What follows belongs to an exercise in optimizing a design on an open flow for small area, a short achievable clock period and few clock cycles per item; a production flow would make more cautious choices. RTL that was checked went through simulation tests only; none was proved equivalent to the original. Only the layout flow was run in runs 1 to 4; the RTL was not checked for function there. Power figures rest on the tool's default switching activity, not on a simulated workload.

[flow/constraint.sdc]
create_clock -name core_clock -period 4.0 [get_ports {clk}]
set_input_delay 0.8000 -clock core_clock [delete_from_list [all_inputs] [get_ports {clk}]]
set_output_delay 0.8000 -clock core_clock [all_outputs]
set_load 0.01 [all_outputs]
[flow/flow/run.sh]
#!/bin/bash
# The standard layout (standard.sh) with two changes:
#  - the port buffers are plain buf_1 cells;
#  - synthesis maps the logic with the ABC script in flow/abc.script instead of
#    ORFS's speed script. Everything else in synthesis (synth_recipe.tcl) is kept.
# Each tool's output goes to the ORFS logs; make's own output goes to standard.log.
set -euo pipefail
W=$(pwd)
export BUFFER_PORTS_ARGS="-buffer_cell sky130_fd_sc_hd__buf_1"
export MY_ABC_SCRIPT="$W/flow/abc.script"
{ sed -n 1p synth_recipe.tcl; cat flow/abc_override.tcl; sed -n '2,$p' synth_recipe.tcl; } > synth_own.tcl
sed "s#SYNTH_SCRIPT=[^ ]*#SYNTH_SCRIPT=$W/synth_own.tcl#" standard.sh > standard_own.sh
bash standard_own.sh > standard.log 2>&1
[flow/flow/abc.script]
strash
&get -n
&dch
&nf -R 1000
&put
topo
stime -c
[flow/flow/abc_override.tcl]
# Run ABC with the script in MY_ABC_SCRIPT in place of the one ORFS chose.
proc abc {args} {
  set i [lsearch -exact $args -script]
  if { $i >= 0 } {
    set args [lreplace $args [expr {$i + 1}] [expr {$i + 1}] $::env(MY_ABC_SCRIPT)]
  }
  yosys abc {*}$args
}
[flow/config.mk]
export PLATFORM = sky130hd
export DESIGN_NAME = mdc
export DESIGN_NICKNAME = mdc
export VERILOG_FILES = /design/flow/design.v
export SDC_FILE = /design/flow/constraint.sdc
export NUM_CORES = 4
export LEC_CHECK = 0
export CAP_MARGIN = 20
export CORE_MARGIN = 2
export CORE_UTILIZATION = 40
export CTS_BUF_LIST = sky130_fd_sc_hd__clkbuf_4
export SLEW_MARGIN = 20
[flow/standard.sh]
#!/bin/bash
# synth_recipe.tcl (not shown) runs the flow's synth.tcl, then flattens the netlist and writes it again
# the make line also repeats each setting of config.mk as NAME=value (left out here)
make -C /OpenROAD-flow-scripts/flow DESIGN_CONFIG=/design/flow/config.mk WORK_HOME=/design/flow/orfs CLKGATE_MAP_FILE= SYNTH_SCRIPT=/design/flow/synth_recipe.tcl "${@:-finish}"
[flow/design.v]
module mdc (clk, rst_n, start, A, B, out, done);
input clk, rst_n, start;
input [7:0] A, B;
output [7:0] out;
output done;
reg       busy;
reg [6:0] mh;    
reg [7:0] dh;    
reg [2:0] k;
function [2:0] ctz8;
    input [7:0] v;
    begin
        casez (v)
            8'b???????1: ctz8 = 3'd0;
            8'b??????10: ctz8 = 3'd1;
            8'b?????100: ctz8 = 3'd2;
            8'b????1000: ctz8 = 3'd3;
            8'b???10000: ctz8 = 3'd4;
            8'b??100000: ctz8 = 3'd5;
            8'b?1000000: ctz8 = 3'd6;
            default:     ctz8 = 3'd7;
        endcase
    end
endfunction
function [6:0] oddh8;
    input [7:0] v;
    begin
        casez (v)
            8'b???????1: oddh8 = v[7:1];
            8'b??????10: oddh8 = {1'b0, v[7:2]};
            8'b?????100: oddh8 = {2'b0, v[7:3]};
            8'b????1000: oddh8 = {3'b0, v[7:4]};
            8'b???10000: oddh8 = {4'b0, v[7:5]};
            8'b??100000: oddh8 = {5'b0, v[7:6]};
            8'b?1000000: oddh8 = {6'b0, v[7]};
            default:     oddh8 = 7'd0;
        endcase
    end
endfunction
function [6:0] odds8;
    input [7:0] v;
    begin
        casez (v)
            8'b???????1: odds8 = v[7:1];
            8'b??????10: odds8 = {{1{v[7]}}, v[7:2]};
            8'b?????100: odds8 = {{2{v[7]}}, v[7:3]};
            8'b????1000: odds8 = {{3{v[7]}}, v[7:4]};
            8'b???10000: odds8 = {{4{v[7]}}, v[7:5]};
            8'b??100000: odds8 = {{5{v[7]}}, v[7:6]};
            8'b?1000000: odds8 = {{6{v[7]}}, v[7]};
            default:     odds8 = {7{v[7]}};
        endcase
    end
endfunction
function pow2s;
    input [7:0] v;
    integer i;
    reg one, ones;
    begin
        one = |v[6:0];
        for (i = 1; i < 7; i = i + 1)
            one = one & ~(v[i] & |(v[6:0] & ((8'd1 << i) - 8'd1)));
        ones = 1'b1;
        for (i = 0; i < 7; i = i + 1)
            ones = ones & (~v[i] | v[i+1]);
        pow2s = v[7] ? ones : one;
    end
endfunction
wire [6:0] s  = odds8(dh);
wire [6:0] vh = dh[7] ? ~s : s;
wire [6:0] xh = start ? oddh8(A) : mh;
wire [6:0] yh = start ? oddh8(B) : vh;
wire [7:0] dn = {1'b0, xh} - {1'b0, yh};
wire [6:0] mn = dn[7] ? xh : yh;
wire p2  = pow2s(dh);
wire fin = (dh == 8'd0) | (mh == 7'd0) | p2;
assign done = busy & fin;
assign out  = p2 ? 8'd1 << k : {mh, 1'b1} << k;
always @(posedge clk or negedge rst_n) begin
    if (!rst_n)
        busy <= 1'b0;
    else
        busy <= start | (busy & ~fin);
end
always @(posedge clk) begin
    mh <= mn;
    dh <= dn;
    if (start)
        k <= ctz8(A | B);
end
endmodule
==> flow_metrics.env, run 1 <==
export IMPL_number_of_cell_instances_on_the_worst_register_to_register_path=16
export IMPL_detail_route_antenna_nets=0
export IMPL_num_fill_cells=459
export IMPL_setup_worst_path_start_class="register"
export IMPL_die_height_um=70.86
export IMPL_vias_per_cell=5.991
export IMPL_dpl_instance_area_mm2=0.002029
export IMPL_ioPinCount=28
export IMPL_post_cts_resized_instances=0
export IMPL_hold_path_class="in2async"
export IMPL_final_antenna_diode_count=0
export IMPL_timing_final_setup_violations=0
export IMPL_synth_flop_cell="sky130_fd_sc_hd__dfxtp_1"
export IMPL_ys_warnings_count=1
export IMPL_routed_wl_um=4819
export IMPL_cp_data_arrival_time_ns=2.79
export IMPL_result_of_the_run="timing/DRC/antenna clean"
export IMPL_rows=24
export IMPL_number_of_drc_violations_after_detailed_routing=0
export IMPL_worst_clock_skew_ns=0.01232
export IMPL_first_iter_violations=97
export IMPL_num_nets_final=312
export IMPL_synthesis_area_mm2=0.001788
export IMPL_ys_top_cells_by_area="sky130_fd_sc_hd__dfxtp_1 (17%), sky130_fd_sc_hd__o21ai_0 (6.4%), sky130_fd_sc_hd__nand2_1 (6.1%)"
export IMPL_layout_worst_path_cycle_share_pct=89.82
export IMPL_ctsHoldBuffers=0
export IMPL_worst_r2r_endpoint="mh[0]"
export IMPL_routed_wire_length_per_instance_um=14.34
export IMPL_yosysSeqAreaShare_pct=23.23
export IMPL_finalWorstPathRequiredPeriod_ns=3.593
export IMPL_grt_start_max_net_pins=16
export IMPL_required_ns=3.20
export IMPL_power_per_cell_area_mw_per_mm2=684.2
export IMPL_fin_hold_ws_ns=0.2241
export IMPL_num_vias=2013
export IMPL_max_clk_rate_ghz=0.2783
export IMPL_cts_reportedPaths_clkPinSlew_ns=0.12
export IMPL_synth_avg_cell_area_um2=7.358
export IMPL_worst_path_max_fanout=13
export IMPL_yosys_cell_count_top_type="sky130_fd_sc_hd__nand2_1"
export IMPL_cts_root_to_sink_buffers=2
export IMPL_postSynth_asyncResetShare_pct=5.263
export IMPL_netlist_cell_type_count=41
export IMPL_detailedRoute_firstPassIterationCount=4
export IMPL_slew_limit_headroom_pct=57.57
export IMPL_grt_antenna_before_repair=0
export IMPL_grt_overflow=0
export IMPL_timing_hold_violations_final=0
export IMPL_yosys_top_cell_area_share_pct=16.79
export IMPL_worstReg2RegStart="dh[0]"
export IMPL_number_of_buffers_created_by_cts=3
export IMPL_cts_repair_timing_setup_buffer_count=0
export IMPL_finalInstanceArea_mm2=0.002057
export IMPL_vdd_ir_drop_worst_uv=381.3
export IMPL_power_static_leakage_nw=0.7727
export IMPL_timing_critical_path_to_type="output pin"
export IMPL_start_util_pct=41.35
export IMPL_globalRouteTotalUtil_pct=20.11
export IMPL_syn_instance_count=243
export IMPL_synth_seq_cells=19
export IMPL_cts_num_sinks=19
export IMPL_cts_htree_levels=1
export IMPL_post_synth_top_area_cell="sky130_fd_sc_hd__dfxtp_1"
export IMPL_grt_pass1_vias=1769
export IMPL_die_width_um=70.86
export IMPL_portBuffers=27
export IMPL_timing_reg2reg_setup_slack_ns=0.46
export IMPL_timing_max_cap_violations=0
export IMPL_synth_net_count=270
export IMPL_rsz0062_at_grt="no"
export IMPL_insertion_delay_ns=0.31
export IMPL_timing_setup_tns_ns=0
export IMPL_synth_edf_count=3
export IMPL_layout_area_overhead_vs_synth_pct=15.05
export IMPL_grt_pass1_wl_um=8342
export IMPL_cts_root_buf="sky130_fd_sc_hd__clkbuf_4"
export IMPL_max_slew_worst_pin_slew_ns=0.6306
export IMPL_core_mm2=0.004324
export IMPL_report_final_slew_viol_count=0
export IMPL_synth_top_cells_by_count="sky130_fd_sc_hd__nand2_1 (29), sky130_fd_sc_hd__nor2_1 (27), sky130_fd_sc_hd__o21ai_0 (23)"
export IMPL_hpwl_um=3668
export IMPL_ws_path_type="reg2out"
export IMPL_die_area_mm2=0.005020
export IMPL_cts_tree="done"
export IMPL_post_route_cells_drive_above_1_share_pct=4.930
export IMPL_globalplace_congestion=0.8206
-- power by group --
group          switching, mW  internal, mW
combinational          0.465         0.384
sequential             0.168         0.288
clock                 0.0646        0.0373
total                  0.698         0.709
-- layout by cell type (no fill, tap or decap), types with 7 or more instances in the layout --
cell | netlist | final
sky130_fd_sc_hd__ha_1 | 7 | 7
sky130_fd_sc_hd__dfxtp_1 | 15 | 15
sky130_fd_sc_hd__buf_1 | 0 | 27
sky130_fd_sc_hd__clkinv_1 | 9 | 9
sky130_fd_sc_hd__buf_4 | 0 | 10
sky130_fd_sc_hd__o21ai_0 | 23 | 23
sky130_fd_sc_hd__a21oi_1 | 19 | 19
sky130_fd_sc_hd__nand3_1 | 13 | 13
sky130_fd_sc_hd__a22oi_1 | 9 | 9
sky130_fd_sc_hd__nor2_1 | 27 | 27
sky130_fd_sc_hd__nand2_1 | 29 | 29
sky130_fd_sc_hd__xor2_1 | 7 | 7
-- worst max path at each step --
stage                     startpoint  endpoint  slack (ns)  depth (start not counted)
after floorplan                 B[1]     mh[6]        0.33                         13
after global placement          A[3]     mh[1]        0.21                         15
after detailed placement        A[3]     mh[0]        0.19                         16
after CTS                      dh[0]    out[6]        0.39                         14
after global routing           dh[0]    out[7]        0.01                         14
final                          dh[0]    out[6]        0.41                         14
-- registers in the layout, summed over array words and instances, names as in the netlist --
name	flops
mh	7
k	3
dh	8
busy	1
-- routing by layer --
metal	share of wire, %	global-route usage [%]	vias to the layer above	wire length, um
li1	-	-	1035	-
met1	49	28.86	933	2339
met2	47	32.29	40	2241
met3	4.1	2.279	5	197
met4	0.83	5.031	0	40
met5	0	0	-	0
-- stage by stage --
| step | std cells | power (mW) | util (%) | worst slack, ns |
|---|---|---|---|---|
| 5_1_grt | 336 | 1.567 | 47.57 | 0.01491 |
| 2_1_floorplan | 243 | 1.056 | - | 0.3300 |
| 6_report | 336 | 1.407 | 47.57 | 0.4072 |
| 3_5_place_dp | 332 | 1.304 | 46.93 | 0.1853 |
| 4_1_cts | 336 | 1.407 | 47.57 | 0.3864 |
| 3_3_place_gp | 332 | 1.298 | 46.93 | 0.2067 |
-- cell families (layout without fill, tap and decap cells) --
family                     after synthesis  in the layout  synth area share [%]
AOI/OAI and AO/OA                       91             91                 33.80
xor gates and xnor gates                 9              9                 4.409
adders and majority gates                8              8                 6.018
buffers and inverters                    9             50                 1.889
DFF                                     19             19                 23.23
muxes                                    7              7                 4.129
and+or+nand+nor                        100            100                 26.52
-- final cells by class --
cell class,count,area [um2],area share [%]
Tap cell,52,65.06,3.163
Sequential cell,19,415.4,20.19
Clock inverter,1,5.005,0.2433
Clock buffer,3,22.52,1.095
Multi-Input combinational cell,215,1339,65.09
Inverter,9,33.78,1.642
Timing Repair Buffer,37,176.4,8.577
-- worst max-delay path, cell delays in order, from the launching register on --
cell and delay, ns:
sky130_fd_sc_hd__dfxtp_1 0.59, sky130_fd_sc_hd__nor2_1 0.09, sky130_fd_sc_hd__buf_4 0.17, sky130_fd_sc_hd__nand2_1 0.16, sky130_fd_sc_hd__nor3_1 0.07, sky130_fd_sc_hd__a21oi_1 0.13, sky130_fd_sc_hd__nand4_1 0.10, sky130_fd_sc_hd__o21ai_0 0.20
sky130_fd_sc_hd__buf_4 0.18, sky130_fd_sc_hd__clkinv_1 0.09, sky130_fd_sc_hd__nand3_1 0.08, sky130_fd_sc_hd__o21ai_0 0.14, sky130_fd_sc_hd__o21ai_0 0.24, sky130_fd_sc_hd__o22ai_1 0.10, sky130_fd_sc_hd__buf_1 0.13
==> inputs of run 2 (changes only) <==
==> flow/flow/abc.script (replaced) <==
strash
&get -n
&dch -f
&nf -R 1000
&put
strash
&get -n
&dch -f
&nf -R 1000
&put
strash
&get -n
&dch -f
&nf -R 1000
&put
topo
stime -c
==> run 2 against run 1 <==
  * Combinational power rose by 2%
  * Clock power about the same
  * Final cell count fell by 1.5%
  * Synthesized cell count fell by 3.3%
  * Sequential cell count did not move
  * Die area fell by 1.7%
  * Area after synthesis down 1.8%
  * First-iteration DRC count increased by 33%
  * Fmax fell by 3.4%
  * Largest cell class unchanged
  * Largest power group unchanged
  * Highest routed layer unchanged
==> flow_metrics.env, run 2 <==
export IMPL_ws_path_type="reg2out"
export IMPL_globalplace_congestion=0.8604
export IMPL_report_final_slew_viol_count=0
export IMPL_met1Wirelength_um=2264
export IMPL_hpwl_um=3713
export IMPL_finalInstanceArea_mm2=0.002049
export IMPL_synth_top_cells_by_count="sky130_fd_sc_hd__nand2_1 (28), sky130_fd_sc_hd__nor2_1 (27), sky130_fd_sc_hd__a21oi_1 (26)"
export IMPL_fin_cells=331
export IMPL_yosys_cell_count_top_type="sky130_fd_sc_hd__nand2_1"
export IMPL_numPlacedInstances=327
export IMPL_grt_start_max_net_pins=18
export IMPL_switching_share_pct=48.74
export IMPL_grt_pass1_vias=1758
export IMPL_cts_root_to_sink_buffers=2
export IMPL_cts_reportedPaths_clkPinSlew_ns=0.12
export IMPL_final_critical_path_setup_slack_ns=0.2795
export IMPL_die_width_um=70.25
export IMPL_maxUsedRoutingLayer="met4"
export IMPL_layout_area_overhead_vs_synth_pct=16.75
export IMPL_die_height_um=70.25
export IMPL_crit_path_max_incr_delay_ns=0.44
export IMPL_post_synth_top_area_cell="sky130_fd_sc_hd__dfxtp_1"
export IMPL_seqPwrFrac_pct=31.5
export IMPL_dpl_instance_area_mm2=0.002019
export IMPL_layout_cells_most_common_list="sky130_fd_sc_hd__nand2_1 (28), sky130_fd_sc_hd__nor2_1 (27), sky130_fd_sc_hd__buf_1 (27)"
export IMPL_layout_cells_most_common="sky130_fd_sc_hd__nand2_1"
export IMPL_worst_path_max_fanout=11
export IMPL_cpMostUsedCell="sky130_fd_sc_hd__a21oi_1"
export IMPL_power_per_cell_area_mw_per_mm2=685.9
export IMPL_routed_wl_um=4868
export IMPL_synth_avg_cell_area_um2=7.470
export IMPL_grt_antenna_before_repair=0
export IMPL_setup_worst_path_start_class="register"
export IMPL_rows=24
export IMPL_critical_path_n_buffers_inverters=1
export IMPL_rsz0062_at_grt="no"
export IMPL_power_combinational_fraction_pct=61.3
export IMPL_cp_num_cells=10
export IMPL_yosys_top_cell_area_share_pct=17.11
export IMPL_timing_hold_violations_final=0
export IMPL_result_of_the_run="timing/DRC/antenna clean"
export IMPL_required_ns=3.20
export IMPL_number_of_buffers_created_by_cts=3
export IMPL_path_cells="nor4_1 -> nand2_1 -> o211ai_1 -> a21oi_1 -> a21oi_1 -> and2_0 -> a22oi_1 -> mux2_1 -> a21oi_1 -> buf_1"
export IMPL_grt_pass1_wl_um=8266
export IMPL_layout_worst_path_cycle_share_pct=93.01
export IMPL_ys_warnings_count=1
export IMPL_post_route_cells_drive_above_1_share_pct=6.452
export IMPL_cp_data_arrival_time_ns=2.92
export IMPL_slew_limit_headroom_pct=66.92
export IMPL_postSynth_asyncResetShare_pct=5.263
export IMPL_largest_reg_flops=8
export IMPL_num_nets_final=307
export IMPL_globalRouteTotalUtil_pct=20.34
export IMPL_vdd_ir_drop_worst_uv=276.7
export IMPL_wl_met3_um=269
export IMPL_timing_setup_tns_ns=0
export IMPL_syn_instance_count=235
export IMPL_start_util_pct=40.88
export IMPL_synth_net_count=262
export IMPL_ctsHoldBuffers=0
export IMPL_portBuffers=27
export IMPL_registers_top_by_ff_count="dh"
export IMPL_max_clk_rate_ghz=0.2688
export IMPL_vias_per_cell=5.915
export IMPL_synth_seq_cells=19
export IMPL_cts_num_sinks=19
export IMPL_preCtsSetupSlack_ns=0.2254
export IMPL_detail_route_antenna_nets=0
export IMPL_final_antenna_diode_count=0
export IMPL_number_of_drc_violations_after_detailed_routing=0
export IMPL_timing_critical_path_slowest_stage_cell="sky130_fd_sc_hd__dfxtp_1"
export IMPL_hold_path_class="in2async"
export IMPL_core_mm2=0.004294
export IMPL_timing_final_setup_violations=0
export IMPL_finalWorstPathRequiredPeriod_ns=3.720
export IMPL_regs_by_ff_count="dh (8), mh (7), k (3)"
export IMPL_p_clk_share_pct=7.1
export IMPL_met2_routed_wl_um=2285
export IMPL_cts_root_buf="sky130_fd_sc_hd__clkbuf_4"
export IMPL_ioPinCount=28
export IMPL_p_sw_mw=0.6852
export IMPL_insertion_delay_ns=0.30
export IMPL_routed_wire_length_per_instance_um=14.71
export IMPL_ys_top_cells_by_area="sky130_fd_sc_hd__dfxtp_1 (17%), sky130_fd_sc_hd__a21oi_1 (7.4%), sky130_fd_sc_hd__a22oi_1 (6.0%)"
export IMPL_detailedRoute_firstPassIterationCount=4
export IMPL_timing_critical_path_to_type="output pin"
export IMPL_final_core_util_pct=47.73
export IMPL_cts_tree="done"
export IMPL_synth_edf_count=3
export IMPL_num_fill_cells=456
export IMPL_max_slew_worst_pin_slew_ns=0.4951
export IMPL_die_area_mm2=0.004934
export IMPL_grt_overflow=0
export IMPL_power_static_leakage_nw=0.7753
export IMPL_synthesis_area_mm2=0.001755
export IMPL_worst_clock_skew_ns=0.009783
export IMPL_critical_path_top_delay_family="simple AND/OR/NAND/NOR gates"
export IMPL_netlist_cell_type_count=45
export IMPL_num_vias=1958
export IMPL_internal_cell_power_mw=0.7206
export IMPL_first_iter_violations=129
export IMPL_synth_flop_cell="sky130_fd_sc_hd__dfxtp_1"
export IMPL_timing_max_cap_violations=0
export IMPL_yosysSeqAreaShare_pct=23.66
export IMPL_cts_htree_levels=1
export IMPL_number_of_cell_instances_on_the_worst_register_to_register_path=16
==> run 2: cell types whose count changed in the layout (fill, tap and decap cells not counted), moves of 4 or more <==
cell                       delta
sky130_fd_sc_hd__clkinv_1     -4
sky130_fd_sc_hd__o21ai_0     -10
sky130_fd_sc_hd__a21oi_1      +7
sky130_fd_sc_hd__a22oi_1      +5
sky130_fd_sc_hd__nand3_1      -6
==> run 2: power by group through the flow <==
| stage | registers, mW | clock network, mW | logic [mW] |
|---|---|---|---|
| after floorplan | 0.406 | 0 | 0.646 |
| after global placement | 0.442 | 0 | 0.858 |
| after detailed placement | 0.443 | 0 | 0.859 |
| after CTS | 0.438 | 0.0994 | 0.865 |
| after global routing | 0.461 | 0.110 | 0.981 |
| final | 0.443 | 0.100 | 0.862 |
==> run 2: area by class of cell <==
cell class	instances	area, um2	share of cell area [%]
clock buffer	3	22.52	1.099
multi-input combinational	211	1324	64.59
inverter	5	18.77	0.9157
tap	52	65.06	3.175
sequential	19	415.4	20.27
timing repair buffer	40	198.9	9.707
clock inverter	1	5.005	0.2442
==> run 2: logic make-up (layout without fill, tap and decap cells) <==
kind of cell	Yosys count	in the layout	share of synthesized area, %
compound gates	97	97	37.49
xor+xnor	9	9	4.491
fa+ha+maj	8	8	6.130
buf+inv	5	49	1.069
flops	19	19	23.66
mux	3	3	1.853
simple gates	94	94	25.30
==> run 2: worst reg2reg max path, cell delays in order (launching register included) <==
cell	delay [ns]
sky130_fd_sc_hd__dfxtp_1	0.44
sky130_fd_sc_hd__nor2_1	0.40
sky130_fd_sc_hd__nand2_1	0.13
sky130_fd_sc_hd__nor2_1	0.19
sky130_fd_sc_hd__a32oi_1	0.08
sky130_fd_sc_hd__nand3_1	0.13
sky130_fd_sc_hd__xor2_1	0.19
sky130_fd_sc_hd__a22oi_1	0.12
sky130_fd_sc_hd__ha_1	0.37
sky130_fd_sc_hd__a21oi_1	0.13
sky130_fd_sc_hd__o21ai_0	0.14
sky130_fd_sc_hd__a21o_1	0.20
sky130_fd_sc_hd__a21o_1	0.19
sky130_fd_sc_hd__a21o_1	0.17
sky130_fd_sc_hd__a21o_1	0.32
sky130_fd_sc_hd__nand2_1	0.12
sky130_fd_sc_hd__o21ai_0	0.07
==> run 2: repair_timing <==
action,CTS,global route
resized for setup,0,1
setup buffers,0,0
setup endpoints to repair,0,2
endpoints found under the hold margin,0,0
==> run 2: worst paths after layout <==
kind / from / endpoint / slack (ns)
worst max-delay path: dh[0] / out[6] / 0.28
worst min-delay path: rst_n / busy / 0.23
worst max register to register: dh[0] / mh[0] / 0.50
worst min register to register: busy / busy / 0.48
max in group asynchronous: rst_n / busy / 3.67
min in group core_clock: busy / busy / 0.48
==> run 2: stage by stage <==
step	total power, mW	hold slack (ns)
6_report	1.406	0.2305
3_5_place_dp	1.302	0.4579
5_1_grt	1.552	0.2278
3_3_place_gp	1.300	0.4530
4_1_cts	1.402	0.2361
2_1_floorplan	1.052	0.4413
==> run 2: routing by layer <==
metal,GRT usage (%),vias to the layer above
li1,-,1010
met4,5.769,0
met2,31.45,63
met1,29.72,881
met5,0,-
met3,2.309,4
==> inputs of run 3 (changes only) <==
==> flow/design.v (replaced) <==
module mdc (clk, rst_n, start, A, B, out, done);
input clk, rst_n, start;
input [7:0] A, B;
output [7:0] out;
output done;
reg       busy;
reg [6:0] ah, bh;    
reg [2:0] k;
function [2:0] ctz8;
    input [7:0] v;
    begin
        casez (v)
            8'b???????1: ctz8 = 3'd0;
            8'b??????10: ctz8 = 3'd1;
            8'b?????100: ctz8 = 3'd2;
            8'b????1000: ctz8 = 3'd3;
            8'b???10000: ctz8 = 3'd4;
            8'b??100000: ctz8 = 3'd5;
            8'b?1000000: ctz8 = 3'd6;
            default:     ctz8 = 3'd7;
        endcase
    end
endfunction
function [6:0] oddh8;
    input [7:0] v;
    begin
        casez (v)
            8'b???????1: oddh8 = v[7:1];
            8'b??????10: oddh8 = {1'b0, v[7:2]};
            8'b?????100: oddh8 = {2'b0, v[7:3]};
            8'b????1000: oddh8 = {3'b0, v[7:4]};
            8'b???10000: oddh8 = {4'b0, v[7:5]};
            8'b??100000: oddh8 = {5'b0, v[7:6]};
            8'b?1000000: oddh8 = {6'b0, v[7]};
            default:     oddh8 = 7'd0;
        endcase
    end
endfunction
wire [7:0] d  = {1'b0, ah} - {1'b0, bh};
wire       lt = d[7];
wire [6:0] m  = d[7:1] ^ {7{lt}};
reg  [6:0] vh;
always @* begin
    casez (ah ^ bh)
        7'b??????1: vh = m;
        7'b?????10: vh = {1'b0, m[6:1]};
        7'b????100: vh = {2'b0, m[6:2]};
        7'b???1000: vh = {3'b0, m[6:3]};
        7'b??10000: vh = {4'b0, m[6:4]};
        7'b?100000: vh = {5'b0, m[6:5]};
        default:    vh = {6'b0, m[6]};
    endcase
end
wire       fin = (ah == bh) | (ah == 7'd0) | (bh == 7'd0);
assign done = busy & fin;
wire [7:0] odd = {ah & {7{bh != 7'd0}}, 1'b1};
assign out = odd << k;
always @(posedge clk or negedge rst_n) begin
    if (!rst_n)
        busy <= 1'b0;
    else
        busy <= start | (busy & ~fin);
end
always @(posedge clk) begin
    if (start) begin
        ah <= oddh8(A);
        bh <= oddh8(B);
        k  <= ctz8(A | B);
    end else begin
        ah <= lt ? ah : bh;
        bh <= vh;
    end
end
endmodule
==> run 3 against run 2 <==
  * Clock power about the same
  * Combinational power rose by about 40%
  * Non-clock buffer count is 11 lower
  * Via count shrank 8.1%
  * Largest cell class unchanged
  * Wire length fell by 9.2%
  * Critical endpoint unchanged
  * Die area fell by 5.3%
==> flow_metrics.env, run 3 <==
export IMPL_result_of_the_run="timing/DRC/antenna clean"
export IMPL_grt_pass1_vias=1540
export IMPL_cts_root_buf="sky130_fd_sc_hd__clkbuf_4"
export IMPL_worstReg2RegStart="ah[1]"
export IMPL_grt_pass1_wl_um=7355
export IMPL_yosysSeqAreaShare_pct=28.10
export IMPL_grt_overflow=0
export IMPL_synth_net_count=237
export IMPL_grt_antenna_before_repair=0
export IMPL_worst_path_max_fanout=11
export IMPL_postSynth_asyncResetShare_pct=5.556
export IMPL_yosys_cell_count_top_type="sky130_fd_sc_hd__nor2_1"
export IMPL_number_of_drc_violations_after_detailed_routing=0
export IMPL_portBuffers=27
export IMPL_hpwl_um=3431
export IMPL_grt_start_max_net_pins=31
export IMPL_globalplace_congestion=0.9023
export IMPL_rsz0062_at_grt="no"
export IMPL_yosys_top_cell_area_share_pct=18.13
export IMPL_rows=23
export IMPL_synth_seq_cells=18
export IMPL_timing_reg2reg_setup_slack_ns=0.95
export IMPL_layout_worst_path_cycle_share_pct=79.39
export IMPL_power_static_leakage_nw=0.6447
export IMPL_max_clk_rate_ghz=0.3149
export IMPL_finalWorstPathRequiredPeriod_ns=3.176
export IMPL_insertion_delay_ns=0.30
export IMPL_post_cts_resized_instances=0
export IMPL_timing_final_setup_violations=0
export IMPL_cts_reportedPaths_clkPinSlew_ns=0.12
export IMPL_syn_instance_count=210
export IMPL_vias_per_cell=6.140
export IMPL_synth_edf_count=10
export IMPL_num_nets_final=271
export IMPL_die_area_mm2=0.004672
export IMPL_globalRouteTotalUtil_pct=20.62
export IMPL_cts_root_to_sink_buffers=2
export IMPL_cp_data_arrival_time_ns=2.38
export IMPL_cts_repair_timing_setup_buffer_count=0
export IMPL_total_power_mw=1.669
export IMPL_timing_setup_tns_ns=0
export IMPL_num_vias=1799
export IMPL_synthesis_area_mm2=0.001657
export IMPL_ws_path_type="reg2out"
export IMPL_setup_worst_path_start_class="register"
export IMPL_timing_critical_path_to_type="output pin"
export IMPL_final_antenna_diode_count=0
export IMPL_report_final_slew_viol_count=0
export IMPL_hold_path_class="in2async"
export IMPL_power_per_cell_area_mw_per_mm2=896.5
export IMPL_routed_wl_um=4421
export IMPL_worst_r2r_endpoint="bh[0]"
export IMPL_first_iter_violations=99
export IMPL_synth_top_cells_by_count="sky130_fd_sc_hd__nor2_1 (24), sky130_fd_sc_hd__nand2_1 (21), sky130_fd_sc_hd__a21oi_1 (16)"
export IMPL_cts_tree="done"
export IMPL_start_util_pct=41.41
export IMPL_layout_cells_most_common_list="sky130_fd_sc_hd__buf_1 (27), sky130_fd_sc_hd__nor2_1 (24), sky130_fd_sc_hd__nand2_1 (21)"
export IMPL_layout_area_overhead_vs_synth_pct=12.39
export IMPL_core_mm2=0.004000
export IMPL_worst_clock_skew_ns=0.01475
export IMPL_synth_flop_cell="sky130_fd_sc_hd__edfxtp_1"
export IMPL_cts_htree_levels=1
export IMPL_vdd_ir_drop_worst_uv=429.5
export IMPL_detailedRoute_firstPassIterationCount=4
export IMPL_cts_num_sinks=18
export IMPL_required_ns=3.20
export IMPL_post_synth_top_area_cell="sky130_fd_sc_hd__edfxtp_1"
export IMPL_regs_by_ff_count="ah (7), bh (7), k (3)"
export IMPL_die_height_um=68.36
export IMPL_synth_avg_cell_area_um2=7.889
export IMPL_final_core_util_pct=46.54
export IMPL_ioPinCount=28
export IMPL_ctsHoldBuffers=0
export IMPL_ys_warnings_count=1
export IMPL_die_width_um=68.36
export IMPL_layout_cells_most_common="sky130_fd_sc_hd__buf_1"
export IMPL_number_of_buffers_created_by_cts=3
export IMPL_timing_hold_violations_final=0
export IMPL_post_route_cells_drive_above_1_share_pct=2.058
export IMPL_slew_limit_headroom_pct=53.12
export IMPL_number_of_cell_instances_on_the_worst_register_to_register_path=11
export IMPL_routed_wire_length_per_instance_um=15.09
export IMPL_detail_route_antenna_nets=0
export IMPL_ys_top_cells_by_area="sky130_fd_sc_hd__edfxtp_1 (18%), sky130_fd_sc_hd__dfxtp_1 (8.5%), sky130_fd_sc_hd__nor2_1 (5.4%)"
export IMPL_max_slew_worst_pin_slew_ns=0.6968
export IMPL_timing_max_cap_violations=0
export IMPL_netlist_cell_type_count=43
## run 3: cell count changes after synthesis, moves of 4 or more
| cell | change |
|---|---|
| sky130_fd_sc_hd__a21o_1 | -5 |
| sky130_fd_sc_hd__a21oi_1 | -10 |
| sky130_fd_sc_hd__a22o_1 | -4 |
| sky130_fd_sc_hd__a22oi_1 | -13 |
| sky130_fd_sc_hd__a31oi_1 | +4 |
| sky130_fd_sc_hd__clkinv_1 | +5 |
| sky130_fd_sc_hd__dfxtp_1 | -8 |
| sky130_fd_sc_hd__edfxtp_1 | +7 |
| sky130_fd_sc_hd__nand2_1 | -7 |
| sky130_fd_sc_hd__o22ai_1 | +4 |
| sky130_fd_sc_hd__xnor2_1 | +7 |
| sky130_fd_sc_hd__xor2_1 | -5 |
## run 3: stage by stage
| stage | setup WS [ns] | cells | hold slack (ns) | cell area (um2) |
|---|---|---|---|---|
| 6_report | 0.8243 | 293 | 0.2284 | 1862 |
| 5_1_grt | 0.5912 | 293 | 0.2325 | 1862 |
| 4_1_cts | 0.8222 | 293 | 0.2284 | 1862 |
| 3_5_place_dp | 1.011 | 289 | 0.4801 | 1836 |
| 3_3_place_gp | 1.109 | 289 | 0.4862 | 1836 |
| 2_1_floorplan | 1.054 | 210 | 0.4612 | 1657 |
## run 3: power breakdown
part	leakage (nW)	internal [mW]	total, mW	switching [mW]
clock	0.0154	0.0363	0.0978	0.0615
sequential	0.168	0.286	0.361	0.0751
combinational	0.461	0.488	1.21	0.722
## run 3: area by class of cell
type                            instances  area, um2
Fill cell                             416       2138
Timing Repair Buffer                   29      116.4
Sequential cell                        18      465.4
Clock buffer                            3      22.52
Clock inverter                          1      3.754
Inverter                               10      37.54
Multi-Input combinational cell        182       1154
Tap cell                               50      62.56
## run 3: worst max-delay path by stage
stage	from	end	depth (start not counted)	slack, ns
floorplan	ah[2]	bh[0]	10	1.05
global placement	ah[0]	bh[0]	13	1.11
detailed placement	ah[2]	bh[0]	11	1.01
CTS	bh[3]	out[6]	7	0.82
global route	bh[3]	out[6]	7	0.59
finish	bh[3]	out[6]	7	0.82
## run 3: per-layer routing
| metal | global-route usage [%] | part of all wire [%] | vias to the layer above |
|---|---|---|---|
| li1 | - | - | 901 |
| met1 | 28.44 | 46 | 811 |
| met2 | 33.25 | 45 | 79 |
| met3 | 1.974 | 6.9 | 8 |
| met4 | 7.750 | 2.6 | 0 |
| met5 | 0 | 0 | - |
## run 3: cells by family (layout without fill, tap and decap cells)
logic type / Yosys count / after routing / synth area share [%]
simple gates: 88 / 88 / 25.98
compound gates: 73 / 73 / 29.99
flops: 18 / 18 / 28.10
xor+xnor: 11 / 11 / 5.816
buf+inv: 10 / 43 / 2.266
fa+ha+maj: 8 / 8 / 6.495
mux: 2 / 2 / 1.359
## run 3: worst max-delay path, stage by stage, from the launching register on
cell	delay, ns
sky130_fd_sc_hd__dfxtp_1	0.38
sky130_fd_sc_hd__nor4_1	0.40
sky130_fd_sc_hd__nand4_1	0.41
sky130_fd_sc_hd__nand3_1	0.20
sky130_fd_sc_hd__o21ai_0	0.13
sky130_fd_sc_hd__o21ai_0	0.28
sky130_fd_sc_hd__a221oi_1	0.12
sky130_fd_sc_hd__buf_1	0.15
==> inputs of run 4 (changes only) <==
==> flow/flow/abc.script (replaced) <==
strash
&get -n
&dch
&nf -R 1000
&put
topo
stime -c
==> run 4 against run 3 <==
  * Critical path depth up 3
  * Power is 8.0% higher
  * Synthesized cell count is 4.3% higher
  * Final cell count up 2.7%
  * Register-to-register slack worse by 0.05 ns
  * Sequential share of layout area shrank 0.33 points
  * Wire length is 4.5% lower
  * Clock skew rose by 0.00084 ns
  * Critical path type is now reg2reg
  * Largest cell class unchanged
==> flow_metrics.env, run 4 <==
export IMPL_result_of_the_run="timing/DRC/antenna clean"
export IMPL_finalWorstPathRequiredPeriod_ns=3.103
export IMPL_yosysSeqAreaShare_pct=27.56
export IMPL_regs_by_ff_count="ah (7), bh (7), k (3)"
export IMPL_timing_setup_tns_ns=0
export IMPL_yosys_cell_count_top_type="sky130_fd_sc_hd__nand2_1"
export IMPL_die_height_um=68.99
export IMPL_number_of_drc_violations_after_detailed_routing=0
export IMPL_portBuffers=27
export IMPL_die_area_mm2=0.004759
export IMPL_post_route_cells_drive_above_1_share_pct=1.594
export IMPL_num_vias=1821
export IMPL_routed_wl_um=4221
export IMPL_detailedRoute_firstPassIterationCount=7
export IMPL_required_ns=4.17
export IMPL_synth_edf_count=10
export IMPL_globalRouteTotalUtil_pct=17.97
export IMPL_timing_critical_path_slowest_stage_cell="sky130_fd_sc_hd__a31oi_1"
export IMPL_worst_path_max_fanout=9
export IMPL_rsz0062_at_grt="no"
export IMPL_ctsHoldBuffers=0
export IMPL_ioPinCount=28
export IMPL_crit_path_max_incr_delay_ns=0.64
export IMPL_layout_area_overhead_vs_synth_pct=11.70
export IMPL_path_cells="ha_1 -> a21oi_1 -> o21ai_0 -> and3_1 -> a31oi_1 -> xor2_1 -> nor3_1 -> a211o_1 -> nor3_1 -> o21ai_0"
export IMPL_num_nets_final=279
export IMPL_synth_flop_cell="sky130_fd_sc_hd__edfxtp_1"
export IMPL_max_slew_worst_pin_slew_ns=0.8300
export IMPL_slew_limit_headroom_pct=44.41
export IMPL_cts_root_to_sink_buffers=2
export IMPL_critical_path_n_buffers_inverters=0
export IMPL_timing_critical_path_to_type="register"
export IMPL_ys_top_cells_by_area="sky130_fd_sc_hd__edfxtp_1 (18%), sky130_fd_sc_hd__dfxtp_1 (8.3%), sky130_fd_sc_hd__nand2_1 (6.2%)"
export IMPL_postSynth_asyncResetShare_pct=5.556
export IMPL_detail_route_antenna_nets=0
export IMPL_synth_avg_cell_area_um2=7.713
export IMPL_grt_pass1_vias=1421
export IMPL_routed_wire_length_per_instance_um=14.02
export IMPL_final_antenna_diode_count=0
export IMPL_die_width_um=68.99
export IMPL_ys_warnings_count=1
export IMPL_max_clk_rate_ghz=0.3223
export IMPL_timing_max_cap_violations=0
export IMPL_netlist_cell_type_count=42
export IMPL_cts_htree_levels=1
export IMPL_cts_root_buf="sky130_fd_sc_hd__clkbuf_4"
export IMPL_core_mm2=0.004029
export IMPL_layout_cells_most_common="sky130_fd_sc_hd__nand2_1"
export IMPL_insertion_delay_ns=0.30
export IMPL_total_power_mw=1.803
export IMPL_cp_data_arrival_time_ns=3.27
export IMPL_post_cts_resized_instances=0
export IMPL_grt_overflow=0
export IMPL_number_of_buffers_created_by_cts=3
export IMPL_hpwl_um=3261
export IMPL_cts_reportedPaths_clkPinSlew_ns=0.11
export IMPL_grt_antenna_before_repair=0
export IMPL_synthesis_area_mm2=0.001689
export IMPL_critical_path_top_delay_family="compound AO/OA/AOI/OAI gates"
export IMPL_worst_clock_skew_ns=0.01560
export IMPL_synth_net_count=246
export IMPL_power_static_leakage_nw=0.6453
export IMPL_cts_num_sinks=18
export IMPL_cts_repair_timing_setup_buffer_count=0
export IMPL_vias_per_cell=6.050
export IMPL_report_final_slew_viol_count=0
export IMPL_grt_pass1_wl_um=6451
export IMPL_cts_tree="done"
export IMPL_syn_instance_count=219
export IMPL_timing_final_setup_violations=0
export IMPL_rows=23
export IMPL_ws_path_type="reg2reg"
export IMPL_layout_worst_path_cycle_share_pct=77.57
export IMPL_yosys_top_cell_area_share_pct=17.78
export IMPL_setup_worst_path_start_class="register"
export IMPL_start_util_pct=41.93
export IMPL_timing_hold_violations_final=0
export IMPL_hold_path_class="in2async"
export IMPL_first_iter_violations=149
export IMPL_vdd_ir_drop_worst_uv=597.5
export IMPL_synth_top_cells_by_count="sky130_fd_sc_hd__nand2_1 (28), sky130_fd_sc_hd__nor2_1 (19), sky130_fd_sc_hd__o21ai_0 (19)"
export IMPL_grt_start_max_net_pins=31
export IMPL_layout_cells_most_common_list="sky130_fd_sc_hd__nand2_1 (28), sky130_fd_sc_hd__buf_1 (27), sky130_fd_sc_hd__o21ai_0 (19), sky130_fd_sc_hd__nor2_1 (19), sky130_fd_sc_hd__a21oi_1 (14)"
export IMPL_power_per_cell_area_mw_per_mm2=955.6
export IMPL_post_synth_top_area_cell="sky130_fd_sc_hd__edfxtp_1"
export IMPL_synth_seq_cells=18
export IMPL_globalplace_congestion=0.9013
run 4: metrics by stage:
step           worst slack [ns]  cell area (um2)  std cells  hold WS (ns)  util (%)
6_report                 0.8972             1887        301        0.2360     46.83
5_1_grt                  0.6518             1887        301        0.2211     46.83
4_1_cts                  0.8880             1887        301        0.2385     46.83
3_5_place_dp             0.9352             1861        297        0.4635     46.18
3_3_place_gp              1.090             1861        297        0.4587     46.18
2_1_floorplan             1.300             1689        219        0.4413         -
run 4: final cells by class:
type	count	area, um2
fillers	414	2142
multi-input cells	189	1179
flip-flops and latches	18	465.4
repair buffers	28	108.9
well taps	50	62.56
inverters	12	45.04
clock buffers	3	22.52
clock inverters	1	3.754
run 4: power breakdown:
group          total (mW)  switching (mW)  internal (mW)
sequential          0.363          0.0710          0.292
clock              0.0929          0.0566         0.0363
combinational        1.35           0.808          0.540
run 4: cells by family (layout without fill, tap and decap cells):
logic type	after synthesis	count (layout)	share of synthesized area (%)
flip-flops	18	18	27.56
AO/OA/AOI/OAI	69	69	27.11
buffers and inverters	12	44	2.666
multiplexers	5	5	3.111
adder cells (fa/ha/maj)	8	8	6.370
AND/OR/NAND/NOR	96	96	27.48
XOR/XNOR	11	11	5.704
run 4: layer usage:
layer	GRT usage, %	wire, um	part of all wire, %	vias to the layer above
li1	-	-	-	917
met1	24.93	1982	47	831
met2	29.45	1990	47	69
met3	3.571	229	5.4	4
met4	2.696	19	0.45	0
met5	0	0	0	-
run 4: path summary, 6_finish.rpt:
kind	start	endpoint	slack [ns]	cells after the start
min in group core_clock	busy	busy	0.49	1
max in group asynchronous	rst_n	busy	3.67	1
setup reg to reg	ah[2]	bh[0]	0.90	10
hold / removal	rst_n	busy	0.24	1
setup / recovery	ah[2]	bh[0]	0.90	10
hold reg to reg	busy	busy	0.49	1
==> inputs of run 5 (changes only) <==
--- a/flow/design.v
+++ b/flow/design.v
@@ -51,10 +51,9 @@
         default:    vh = {6'b0, m[6]};
     endcase
 end
-wire       fin = (ah == bh) | (ah == 7'd0) | (bh == 7'd0);
+wire       fin = (ah == bh) | (ah == 7'd0);
 assign done = busy & fin;
-wire [7:0] odd = {ah & {7{bh != 7'd0}}, 1'b1};
-assign out = odd << k;
+assign out  = {ah, 1'b1} << k;
 always @(posedge clk or negedge rst_n) begin
     if (!rst_n)
         busy <= 1'b0;
@@ -63,12 +62,12 @@
 end
 always @(posedge clk) begin
     if (start) begin
-        ah <= oddh8(A);
         bh <= oddh8(B);
+        ah <= (oddh8(B) == 7'd0) ? 7'd0 : oddh8(A);
         k  <= ctz8(A | B);
     end else begin
-        ah <= lt ? ah : bh;
-        bh <= vh;
+        bh <= lt ? ah : bh;
+        ah <= vh;
     end
 end
 endmodule
==> run 5 against run 4 <==
  * Non-clock buffer count grew 1
  * Wire length shrank 1.1%
  * Final area shrank 0.86%
  * Largest cell class unchanged
==> flow_metrics.env, run 5 <==
export IMPL_required_ns=3.20
export IMPL_hpwl_um=3230
export IMPL_synth_area_mux_share_pct=1.878
export IMPL_ws_path_type="reg2out"
export IMPL_worstReg2RegStart="bh[2]"
export IMPL_timing_max_cap_violations=0
export IMPL_setup_worst_path_start_class="register"
export IMPL_vias_per_cell=5.824
export IMPL_yosysSeqAreaShare_pct=27.95
export IMPL_cts_reportedPaths_clkPinSlew_ns=0.12
export IMPL_detailedRoute_firstPassIterationCount=4
export IMPL_worst_r2r_endpoint="ah[0]"
export IMPL_slew_limit_headroom_pct=47.84
export IMPL_number_of_cell_instances_on_the_worst_register_to_register_path=11
export IMPL_layout_cells_most_common_list="sky130_fd_sc_hd__nor2_1 (34), sky130_fd_sc_hd__buf_1 (27), sky130_fd_sc_hd__a21oi_1 (24), sky130_fd_sc_hd__nand2_1 (24)"
export IMPL_report_final_slew_viol_count=0
export IMPL_globalplace_congestion=0.8173
export IMPL_synth_top_cells_by_count="sky130_fd_sc_hd__nor2_1 (34), sky130_fd_sc_hd__a21oi_1 (24), sky130_fd_sc_hd__nand2_1 (24)"
export IMPL_yosys_cell_count_top_type="sky130_fd_sc_hd__nor2_1"
export IMPL_postSynth_asyncResetShare_pct=5.556
export IMPL_cts_htree_levels=1
export IMPL_core_mm2=0.004000
export IMPL_synth_xor_area_share_pct=5.785
export IMPL_cp_data_arrival_time_ns=2.20
export IMPL_layout_area_overhead_vs_synth_pct=12.32
export IMPL_portBuffers=27
export IMPL_first_iter_violations=161
export IMPL_grt_start_max_net_pins=27
export IMPL_grt_pass1_vias=1397
export IMPL_max_clk_rate_ghz=0.3330
export IMPL_rsz0062_at_grt="no"
export IMPL_post_cts_resized_instances=0
export IMPL_start_util_pct=41.63
export IMPL_synth_flop_cell="sky130_fd_sc_hd__edfxtp_1"
export IMPL_max_slew_worst_pin_slew_ns=0.7787
export IMPL_ioPinCount=28
export IMPL_post_route_cells_drive_above_1_share_pct=1.992
export IMPL_hold_path_class="in2async"
export IMPL_power_per_cell_area_mw_per_mm2=825.1
export IMPL_synth_edf_count=10
export IMPL_yosys_top_cell_area_share_pct=18.03
export IMPL_syn_instance_count=218
export IMPL_insertion_delay_ns=0.30
export IMPL_result_of_the_run="timing/DRC/antenna clean"
export IMPL_num_nets_final=279
export IMPL_final_antenna_diode_count=0
export IMPL_timing_critical_path_to_type="output pin"
export IMPL_cts_root_to_sink_buffers=2
export IMPL_timing_reg2reg_setup_slack_ns=1.06
export IMPL_ys_warnings_count=1
export IMPL_num_vias=1753
export IMPL_layout_cells_most_common="sky130_fd_sc_hd__nor2_1"
export IMPL_timing_setup_tns_ns=0
export IMPL_post_synth_top_area_cell="sky130_fd_sc_hd__edfxtp_1"
export IMPL_routed_wire_length_per_instance_um=13.87
export IMPL_yosys_area_share_adder_pct=6.461
export IMPL_grt_antenna_before_repair=0
export IMPL_vdd_ir_drop_worst_uv=262.4
export IMPL_finalInstanceArea_mm2=0.001871
export IMPL_ys_top_cells_by_area="sky130_fd_sc_hd__edfxtp_1 (18%), sky130_fd_sc_hd__dfxtp_1 (8.4%), sky130_fd_sc_hd__nor2_1 (7.7%)"
export IMPL_rows=23
export IMPL_synth_avg_cell_area_um2=7.639
export IMPL_synthesis_area_mm2=0.001665
export IMPL_cts_num_sinks=18
export IMPL_ctsHoldBuffers=0
export IMPL_finalWorstPathRequiredPeriod_ns=3.003
export IMPL_cts_tree="done"
export IMPL_synth_top_family_by_area="compound AO/OA/AOI/OAI gates"
export IMPL_grt_overflow=0
export IMPL_synth_compound_area_share_pct=28.40
export IMPL_total_power_mw=1.543
export IMPL_power_static_leakage_nw=0.6595
export IMPL_worst_clock_skew_ns=0.01366
export IMPL_number_of_buffers_created_by_cts=3
export IMPL_die_height_um=68.53
export IMPL_synth_simple_gate_area_share_pct=27.27
export IMPL_cts_root_buf="sky130_fd_sc_hd__clkbuf_4"
export IMPL_timing_hold_violations_final=0
export IMPL_synth_seq_cells=18
export IMPL_die_width_um=68.53
export IMPL_worst_path_max_fanout=10
export IMPL_cts_repair_timing_setup_buffer_count=0
export IMPL_number_of_drc_violations_after_detailed_routing=0
export IMPL_detail_route_antenna_nets=0
export IMPL_routed_wl_um=4175
export IMPL_dpl_instance_area_mm2=0.001844
export IMPL_netlist_cell_type_count=43
export IMPL_timing_final_setup_violations=0
export IMPL_globalRouteTotalUtil_pct=18.85
export IMPL_grt_pass1_wl_um=6651
export IMPL_layout_worst_path_cycle_share_pct=75.09
export IMPL_synth_net_count=245
export IMPL_die_area_mm2=0.004696
export IMPL_regs_by_ff_count="ah (7), bh (7), k (3)"
==> run 5: cell type report <==
class	instances	area, um2
clock inverters	1	3.754
well taps	50	62.56
clock buffers	3	22.52
flip-flops and latches	18	465.4
fillers	423	2130
repair buffers	29	116.4
multi-input cells	190	1162
inverters	10	37.54
==> run 5: where the power goes <==
part / internal [mW] / total, mW / switching, mW / leakage (nW)
sequential: 0.275 / 0.344 / 0.0692 / 0.170
combinational: 0.447 / 1.10 / 0.656 / 0.474
clock: 0.0363 / 0.0958 / 0.0595 / 0.0154
==> run 5: critical path, cell delays in order (launching register included) <==
cell,delay (ns)
sky130_fd_sc_hd__dfxtp_1,0.44
sky130_fd_sc_hd__clkinv_1,0.13
sky130_fd_sc_hd__ha_1,0.48
sky130_fd_sc_hd__nand3_1,0.21
sky130_fd_sc_hd__clkinv_1,0.07
sky130_fd_sc_hd__nand3_1,0.10
sky130_fd_sc_hd__nor2_1,0.12
sky130_fd_sc_hd__a21oi_1,0.07
sky130_fd_sc_hd__nor2b_1,0.12
sky130_fd_sc_hd__buf_1,0.15
==> run 5: per-layer routing <==
metal	GRT usage, %	up-vias	part of all wire [%]
met2	29.93	48	48
met1	27.37	796	47
met4	5.250	0	0.79
met3	1.461	2	4.1
met5	0	-	0
li1	-	907	-
==> run 5: cell families (layout without fill, tap and decap cells) <==
family	Yosys count	after routing
flops	18	18
simple gates	97	97
buf+inv	10	43
fa+ha+maj	8	8
xor+xnor	11	11
mux	3	3
compound gates	71	71
==> run 5: through the flow <==
stage	std cells	setup WS (ns)	hold WS, ns	util (%)
2_1_floorplan	218	1.326	0.4413	-
3_3_place_gp	297	1.166	0.4525	46.11
3_5_place_dp	297	1.086	0.4577	46.11
4_1_cts	301	0.9867	0.2391	46.76
5_1_grt	301	0.7058	0.2348	46.76
6_report	301	0.9966	0.2511	46.76
==> run 5: how the worst max path moves through the flow <==
stage	start	end	cells after the start
4_1_cts	ah[0]	done	9
3_5_place_dp	ah[2]	ah[0]	10
3_3_place_gp	bh[2]	ah[0]	11
5_1_grt	bh[2]	ah[0]	11
6_report	ah[0]	done	9
2_1_floorplan	bh[2]	ah[0]	11
Testbench counts of run 5, summed over its fixed seeds: cycles 9,100, items 2,400.
==> inputs of run 6 (changes only) <==
==> flow/flow/abc.script (replaced) <==
strash
&get -n
&dch -f
&nf -R 1000
&put
strash
&get -n
&dch -f
&nf -R 1000
&put
strash
&get -n
&dch -f
&nf -R 1000
&put
topo
stime -c
==> run 6 against run 5 <==
  * Still clean
  * Worst setup slack worse by 0.046 ns
  * Sequential cell count did not move
  * Fmax decreased by 1.5%
  * Synthesized cell count grew 2.3%
  * Area after synthesis grew 0.38%
  * Register-to-register slack improved by 0.09 ns
  * Sequential power about the same
  * Clock-buffer cell count increased by 1
  * Via count is 1.8% higher
  * Non-clock buffer count stayed put
  * Critical path type unchanged
==> flow_metrics.env, run 6 <==
export IMPL_result_of_the_run="timing/DRC/antenna clean"
export IMPL_grt_pass1_wl_um=7189
export IMPL_vdd_ir_drop_worst_uv=382.2
export IMPL_layout_worst_path_cycle_share_pct=76.24
export IMPL_rows=23
export IMPL_synth_simple_gate_area_share_pct=28.52
export IMPL_routed_wire_length_per_instance_um=14.15
export IMPL_die_width_um=68.65
export IMPL_worst_clock_skew_ns=0.007544
export IMPL_yosys_area_share_adder_pct=6.437
export IMPL_layout_area_overhead_vs_synth_pct=12.50
export IMPL_ys_top_cells_by_area="sky130_fd_sc_hd__edfxtp_1 (18%), sky130_fd_sc_hd__dfxtp_1 (8.4%), sky130_fd_sc_hd__nand2_1 (6.7%)"
export IMPL_timing_hold_violations_final=0
export IMPL_globalplace_congestion=0.9048
export IMPL_timing_setup_tns_ns=0
export IMPL_die_height_um=68.65
export IMPL_cts_htree_levels=1
export IMPL_timing_max_cap_violations=0
export IMPL_synth_avg_cell_area_um2=7.496
export IMPL_max_slew_worst_pin_slew_ns=0.7677
export IMPL_core_mm2=0.004000
export IMPL_synth_compound_area_share_pct=27.54
export IMPL_postSynth_asyncResetShare_pct=5.556
export IMPL_synth_flop_cell="sky130_fd_sc_hd__edfxtp_1"
export IMPL_grt_antenna_before_repair=0
export IMPL_synth_xor_area_share_pct=5.763
export IMPL_required_ns=3.20
export IMPL_ctsHoldBuffers=0
export IMPL_slew_limit_headroom_pct=48.82
export IMPL_ioPinCount=28
export IMPL_synth_net_count=250
export IMPL_start_util_pct=41.79
export IMPL_yosysSeqAreaShare_pct=27.84
export IMPL_cts_tree="done"
export IMPL_post_synth_top_area_cell="sky130_fd_sc_hd__edfxtp_1"
export IMPL_synth_edf_count=10
export IMPL_cts_reportedPaths_clkPinSlew_ns=0.09
export IMPL_post_route_cells_drive_above_1_share_pct=2.344
export IMPL_cp_data_arrival_time_ns=2.25
export IMPL_number_of_buffers_created_by_cts=3
export IMPL_power_static_leakage_nw=0.6649
export IMPL_number_of_drc_violations_after_detailed_routing=0
export IMPL_synth_top_family_by_area="simple AND/OR/NAND/NOR gates"
export IMPL_fin_hold_ws_ns=0.2523
export IMPL_worst_path_max_fanout=10
export IMPL_vias_per_cell=5.833
export IMPL_hpwl_um=3340
export IMPL_first_iter_violations=153
export IMPL_routed_wl_um=4329
export IMPL_seq_area_um2=465.4
export IMPL_finalWorstPathRequiredPeriod_ns=3.050
export IMPL_timing_critical_path_slowest_stage_cell="sky130_fd_sc_hd__ha_1"
export IMPL_cts_root_to_sink_buffers=2
export IMPL_rsz0062_at_grt="no"
export IMPL_crit_path_max_incr_delay_ns=0.47
export IMPL_dpl_instance_area_mm2=0.001851
export IMPL_detailedRoute_firstPassIterationCount=5
export IMPL_final_core_util_pct=47.01
export IMPL_report_final_slew_viol_count=0
export IMPL_ys_warnings_count=1
export IMPL_layout_cells_most_common_list="sky130_fd_sc_hd__nand2_1 (30), sky130_fd_sc_hd__buf_1 (27), sky130_fd_sc_hd__nor2_1 (20)"
export IMPL_synth_area_mux_share_pct=1.198
export IMPL_timing_final_setup_violations=0
export IMPL_regs_by_ff_count="ah (7), bh (7), k (3)"
export IMPL_die_area_mm2=0.004712
export IMPL_final_antenna_diode_count=0
export IMPL_hold_path_class="in2async"
export IMPL_cts_num_sinks=18
export IMPL_cts_repair_timing_setup_buffer_count=0
export IMPL_synth_seq_cells=18
export IMPL_globalRouteTotalUtil_pct=20.05
export IMPL_yosys_cell_count_top_type="sky130_fd_sc_hd__nand2_1"
export IMPL_synthesis_area_mm2=0.001672
export IMPL_post_cts_resized_instances=0
export IMPL_yosys_top_cell_area_share_pct=17.96
export IMPL_cts_root_buf="sky130_fd_sc_hd__clkbuf_4"
export IMPL_portBuffers=27
export IMPL_path_cells="clkinv_1 -> ha_1 -> nand4_1 -> or2_0 -> nor2_1 -> a21oi_1 -> nor2b_1 -> buf_1"
export IMPL_grt_start_max_net_pins=19
export IMPL_power_per_cell_area_mw_per_mm2=865.2
export IMPL_grt_overflow=0
export IMPL_max_clk_rate_ghz=0.3279
export IMPL_num_nets_final=284
export IMPL_syn_instance_count=223
export IMPL_netlist_cell_type_count=38
export IMPL_setup_worst_path_start_class="register"
export IMPL_finalInstanceArea_mm2=0.001881
export IMPL_multi_input_area_mm2=0.001161
export IMPL_timing_critical_path_to_type="output pin"
export IMPL_detail_route_antenna_nets=0
export IMPL_layout_cells_most_common="sky130_fd_sc_hd__nand2_1"
export IMPL_grt_pass1_vias=1548
export IMPL_insertion_delay_ns=0.29
export IMPL_num_fill_cells=426
export IMPL_num_vias=1785
export IMPL_ws_path_type="reg2out"
export IMPL_synth_top_cells_by_count="sky130_fd_sc_hd__nand2_1 (30), sky130_fd_sc_hd__nor2_1 (20), sky130_fd_sc_hd__o21ai_0 (18)"
-- run 6: changes by cell type after synthesis, moves of 3 or more --
cell / change
sky130_fd_sc_hd__o21ai_0: +10
sky130_fd_sc_hd__o22ai_1: -7
sky130_fd_sc_hd__a21oi_1: -8
sky130_fd_sc_hd__nor3_1: +7
sky130_fd_sc_hd__nor4_1: +3
sky130_fd_sc_hd__nand2_1: +6
sky130_fd_sc_hd__xor2_1: -3
sky130_fd_sc_hd__nor2_1: -14
sky130_fd_sc_hd__nand3_1: +8
sky130_fd_sc_hd__and3_1: +3
sky130_fd_sc_hd__xnor2_1: +3
-- run 6: cell families after synthesis --
kind of cell / Yosys count
AND/OR/NAND/NOR: 102
flip-flops: 18
AO/OA/AOI/OAI: 70
multiplexers: 2
buffers and inverters: 12
adder cells (fa/ha/maj): 8
XOR/XNOR: 11
-- run 6: area by class of cell --
type                    instances  area share [%]
clock buffers                   4           1.597
inverters                      12           2.395
multi-input cells             193           61.74
flip-flops and latches         18           24.75
well taps                      50           3.327
repair buffers                 29           6.188
-- run 6: worst max-delay path, delay by kind of cell (launching register included) --
kind                       cells  cell delay (ns)
and+or+nand+nor                4             0.70
AOI/OAI and AO/OA              1             0.07
adders and majority gates      1             0.47
DFF                            1             0.46
buffers and inverters          2             0.26
-- run 6: through the flow --
step	cells	setup WS (ns)	total power, mW
2_1_floorplan	223	1.203	1.219
3_3_place_gp	302	1.135	1.501
3_5_place_dp	302	1.175	1.500
4_1_cts	306	0.9641	1.604
5_1_grt	306	0.7385	1.788
6_report	306	0.9503	1.627
-- run 6: power breakdown --
part / switching [mW] / total, mW / internal, mW
Clock: 0.0556 / 0.101 / 0.0456
Sequential: 0.0696 / 0.347 / 0.278
Combinational: 0.714 / 1.18 / 0.464
Total: 0.840 / 1.63 / 0.787
-- run 6: worst paths after layout --
check | startpoint | endpoint | slack, ns | cells after the start
worst max-delay path | ah[0] | done | 0.95 | 8
worst max register to register | ah[0] | ah[0] | 1.15 | 12
worst min-delay path | rst_n | busy | 0.25 | 1
worst min register to register | busy | busy | 0.48 | 1
max in group asynchronous | rst_n | busy | 3.65 | 1
min in group core_clock | busy | busy | 0.48 | 1
-- run 6: routing by layer --
metal	up-vias	global-route usage, %	part of all wire, %
li1	919	-	-
met1	798	27.20	47
met2	64	34.01	47
met3	4	0.9740	4.5
met4	0	6.500	1.1
met5	-	0	0
==> inputs of run 7 (changes only) <==
--- a/flow/flow/abc.script
+++ b/flow/flow/abc.script
@@ -13,5 +13,6 @@
 &dch -f
 &nf -R 1000
 &put
+mfs3 -a
 topo
 stime -c
==> run 7 against run 6 <==
  * Combinational power down 4%
  * Sequential power barely moved
  * Register-to-register slack worse by 0.14 ns
  * Worst hold slack lost 0.0027 ns
  * Non-clock buffer count is 1 lower
  * Sequential share of layout area grew 0.32 points
  * Wire length is 5.2% lower
  * Critical endpoint is now ah[0]
  * Final area down 1.3%
  * Core utilization fell by 0.59 points
==> flow_metrics.env, run 7 <==
export IMPL_layout_cells_most_common="sky130_fd_sc_hd__nand2_1"
export IMPL_timing_hold_violations_final=0
export IMPL_cp_data_arrival_time_ns=3.14
export IMPL_layout_area_overhead_vs_synth_pct=11.92
export IMPL_grt_antenna_before_repair=0
export IMPL_detail_route_antenna_nets=0
export IMPL_max_slew_worst_pin_slew_ns=0.9527
export IMPL_post_route_cells_drive_above_1_share_pct=1.587
export IMPL_timing_critical_path_to_type="register"
export IMPL_finalWorstPathRequiredPeriod_ns=2.994
export IMPL_timing_final_setup_violations=0
export IMPL_post_synth_top_area_cell="sky130_fd_sc_hd__edfxtp_1"
export IMPL_ws_path_type="reg2reg"
export IMPL_rsz0062_at_grt="no"
export IMPL_synth_top_cells_by_count="sky130_fd_sc_hd__nand2_1 (30), sky130_fd_sc_hd__nor2_1 (19), sky130_fd_sc_hd__a21oi_1 (17), sky130_fd_sc_hd__o21ai_0 (17), sky130_fd_sc_hd__nor3_1 (16)"
export IMPL_report_final_slew_viol_count=0
export IMPL_yosys_top_cell_area_share_pct=18.10
export IMPL_max_clk_rate_ghz=0.3340
export IMPL_worst_r2r_endpoint="ah[0]"
export IMPL_synth_flop_cell="sky130_fd_sc_hd__edfxtp_1"
export IMPL_cpMostUsedCell="sky130_fd_sc_hd__o21ai_0"
export IMPL_worst_path_max_fanout=10
export IMPL_preCtsSetupSlack_ns=1.022
export IMPL_regs_by_ff_count="ah (7), bh (7), k (3)"
export IMPL_globalplace_congestion=0.8363
export IMPL_cts_num_sinks=18
export IMPL_path_cells="ha_1 -> a21oi_1 -> o21ai_0 -> a21o_1 -> a21oi_1 -> o21ai_0 -> buf_4 -> xnor2_1 -> o32ai_1 -> nor4_1 -> o21ai_0"
export IMPL_setup_worst_path_start_class="register"
export IMPL_power_static_leakage_nw=0.6650
export IMPL_postSynth_asyncResetShare_pct=5.556
export IMPL_core_mm2=0.004000
export IMPL_detailedRoute_firstPassIterationCount=4
export IMPL_number_of_buffers_created_by_cts=3
export IMPL_die_height_um=68.40
export IMPL_routed_wire_length_per_instance_um=13.59
export IMPL_grt_overflow=0
export IMPL_ioPinCount=28
export IMPL_first_iter_violations=141
export IMPL_grt_pass1_wl_um=6789
export IMPL_cts_root_buf="sky130_fd_sc_hd__clkbuf_4"
export IMPL_cts_root_to_sink_buffers=2
export IMPL_number_of_drc_violations_after_detailed_routing=0
export IMPL_insertion_delay_ns=0.29
export IMPL_result_of_the_run="timing/DRC/antenna clean"
export IMPL_num_vias=1730
export IMPL_worstReg2RegStart="ah[2]"
export IMPL_layout_worst_path_cycle_share_pct=74.85
export IMPL_start_util_pct=41.48
export IMPL_slew_limit_headroom_pct=36.49
export IMPL_post_cts_resized_instances=0
export IMPL_num_nets_final=280
export IMPL_vias_per_cell=5.728
export IMPL_synth_seq_cells=18
export IMPL_cp_num_cells=11
export IMPL_ctsHoldBuffers=0
export IMPL_worst_clock_skew_ns=0.001774
export IMPL_layout_cells_most_common_list="sky130_fd_sc_hd__nand2_1 (30), sky130_fd_sc_hd__buf_1 (27), sky130_fd_sc_hd__nor2_1 (19)"
export IMPL_timing_reg2reg_setup_slack_ns=1.01
export IMPL_rows=23
export IMPL_vdd_ir_drop_worst_uv=419.9
export IMPL_cts_reportedPaths_clkPinSlew_ns=0.10
export IMPL_crit_path_max_incr_delay_ns=0.44
export IMPL_die_area_mm2=0.004679
export IMPL_timing_max_cap_violations=0
export IMPL_hpwl_um=3149
export IMPL_synth_edf_count=10
export IMPL_yosys_cell_count_top_type="sky130_fd_sc_hd__nand2_1"
export IMPL_portBuffers=27
export IMPL_timing_setup_tns_ns=0
export IMPL_netlist_cell_type_count=38
export IMPL_synth_net_count=247
export IMPL_hold_path_class="in2async"
export IMPL_grt_pass1_vias=1431
export IMPL_syn_instance_count=220
export IMPL_synth_avg_cell_area_um2=7.541
export IMPL_die_width_um=68.40
export IMPL_timing_critical_path_slowest_stage_cell="sky130_fd_sc_hd__dfxtp_1"
export IMPL_final_antenna_diode_count=0
export IMPL_fin_cells=302
export IMPL_critical_path_startpoint="ah[2]"
export IMPL_yosysSeqAreaShare_pct=28.05
export IMPL_critical_path_top_delay_family="compound AO/OA/AOI/OAI gates"
export IMPL_cts_repair_timing_setup_buffer_count=0
export IMPL_power_per_cell_area_mw_per_mm2=846.0
export IMPL_grt_start_max_net_pins=27
export IMPL_synthesis_area_mm2=0.001659
export IMPL_endpoint="ah[0]"
export IMPL_globalRouteTotalUtil_pct=19.15
export IMPL_final_core_util_pct=46.42
export IMPL_critical_path_n_buffers_inverters=1
export IMPL_routed_wl_um=4104
export IMPL_final_critical_path_setup_slack_ns=1.006
export IMPL_cts_htree_levels=1
export IMPL_ys_top_cells_by_area="sky130_fd_sc_hd__edfxtp_1 (18%), sky130_fd_sc_hd__dfxtp_1 (8.4%), sky130_fd_sc_hd__nand2_1 (6.8%)"
export IMPL_number_of_cell_instances_on_the_worst_register_to_register_path=11
export IMPL_required_ns=4.15
export IMPL_ys_warnings_count=1
export IMPL_cts_tree="done"
export IMPL_numPlacedInstances=298
[run 7: worst min-delay path by stage]
stage / to / slack [ns]
floorplan: busy / 0.44
global placement: busy / 0.45
detailed placement: busy / 0.46
CTS: busy / 0.24
global route: busy / 0.25
finish: busy / 0.25
[run 7: per-layer routing]
metal  up-vias  share of wire [%]  GRT usage [%]
li1        917                  -              -
met1       754                 50          28.11
met2        53                 44          29.33
met3         6                4.0          2.303
met4         0                1.4          5.250
met5         -                  0              0
[run 7: cell families (layout without fill, tap and decap cells)]
logic type	after synthesis	count (layout)	synth area share (%)
adders and majority gates	8	8	6.485
buffers and inverters	12	44	2.715
AOI/OAI and AO/OA	70	70	27.98
and+or+nand+nor	99	99	27.75
DFF	18	18	28.05
muxes	2	2	1.207
xor gates and xnor gates	11	11	5.807
[run 7: power breakdown]
group | total (mW) | switching, mW | internal, mW
Combinational | 1.13 | 0.676 | 0.455
Clock | 0.0907 | 0.0544 | 0.0363
Sequential | 0.349 | 0.0720 | 0.277
Total | 1.57 | 0.802 | 0.768
[run 7: through the flow]
step	hold slack (ns)	power, mW	area, um2
after floorplan	0.4413	1.201	1659
after global placement	0.4533	1.491	1831
after detailed placement	0.4590	1.465	1831
after CTS	0.2436	1.569	1857
after global routing	0.2492	1.721	1857
final	0.2496	1.571	1857
[run 7: final cells by class]
cell class                      instances  area [um2]
Fill cell                             403        2143
Clock buffer                            3       22.52
Inverter                               12       45.04
Clock inverter                          1       3.754
Timing Repair Buffer                   28       108.9
Tap cell                               50       62.56
Multi-Input combinational cell        190        1149
Sequential cell                        18       465.4

## afterwards: timing with drivers on the ports
The results above use ideal ports. As a check the final layouts listed here were re-extracted and re-timed, cells and wires unchanged.
Step 1 assumes that a clkbuf_16 drives the clock port and a buf_2 every other input.
Step 2 moves the port delays by t, midway between the first and last clock arrival at a register: inputs arrive t later, outputs are due t later. That takes back most of the time a late clock gives input paths.
a / b / c = ideal / step 1 / step 2; a / b = the first two.
run	t (ns)	setup WS [ns]	worst slew at a driven data input, ns	pins driven straight from the clock port
run 1	0.326	0.407 / 0.383 / 0.102	0.03	1
run 2	0.323	0.280 / 0.254 / 0.231	0.04	1
run 3	0.320	0.824 / 0.801 / 0.946	0.03	1
run 4	0.314	0.897 / 0.897 / 0.897	0.03	1
run 5	0.316	0.997 / 0.974 / 1.060	0.03	1
run 6	0.314	0.950 / 0.927 / 1.146	0.03	1
run 7	0.311	1.006 / 1.006 / 1.006	0.03	1
After both steps setup and hold are still met in every run listed. For run 1, which loses most, drivers alone change the setup slack by -0.024 ns; drivers and shift together by -0.305 ns.
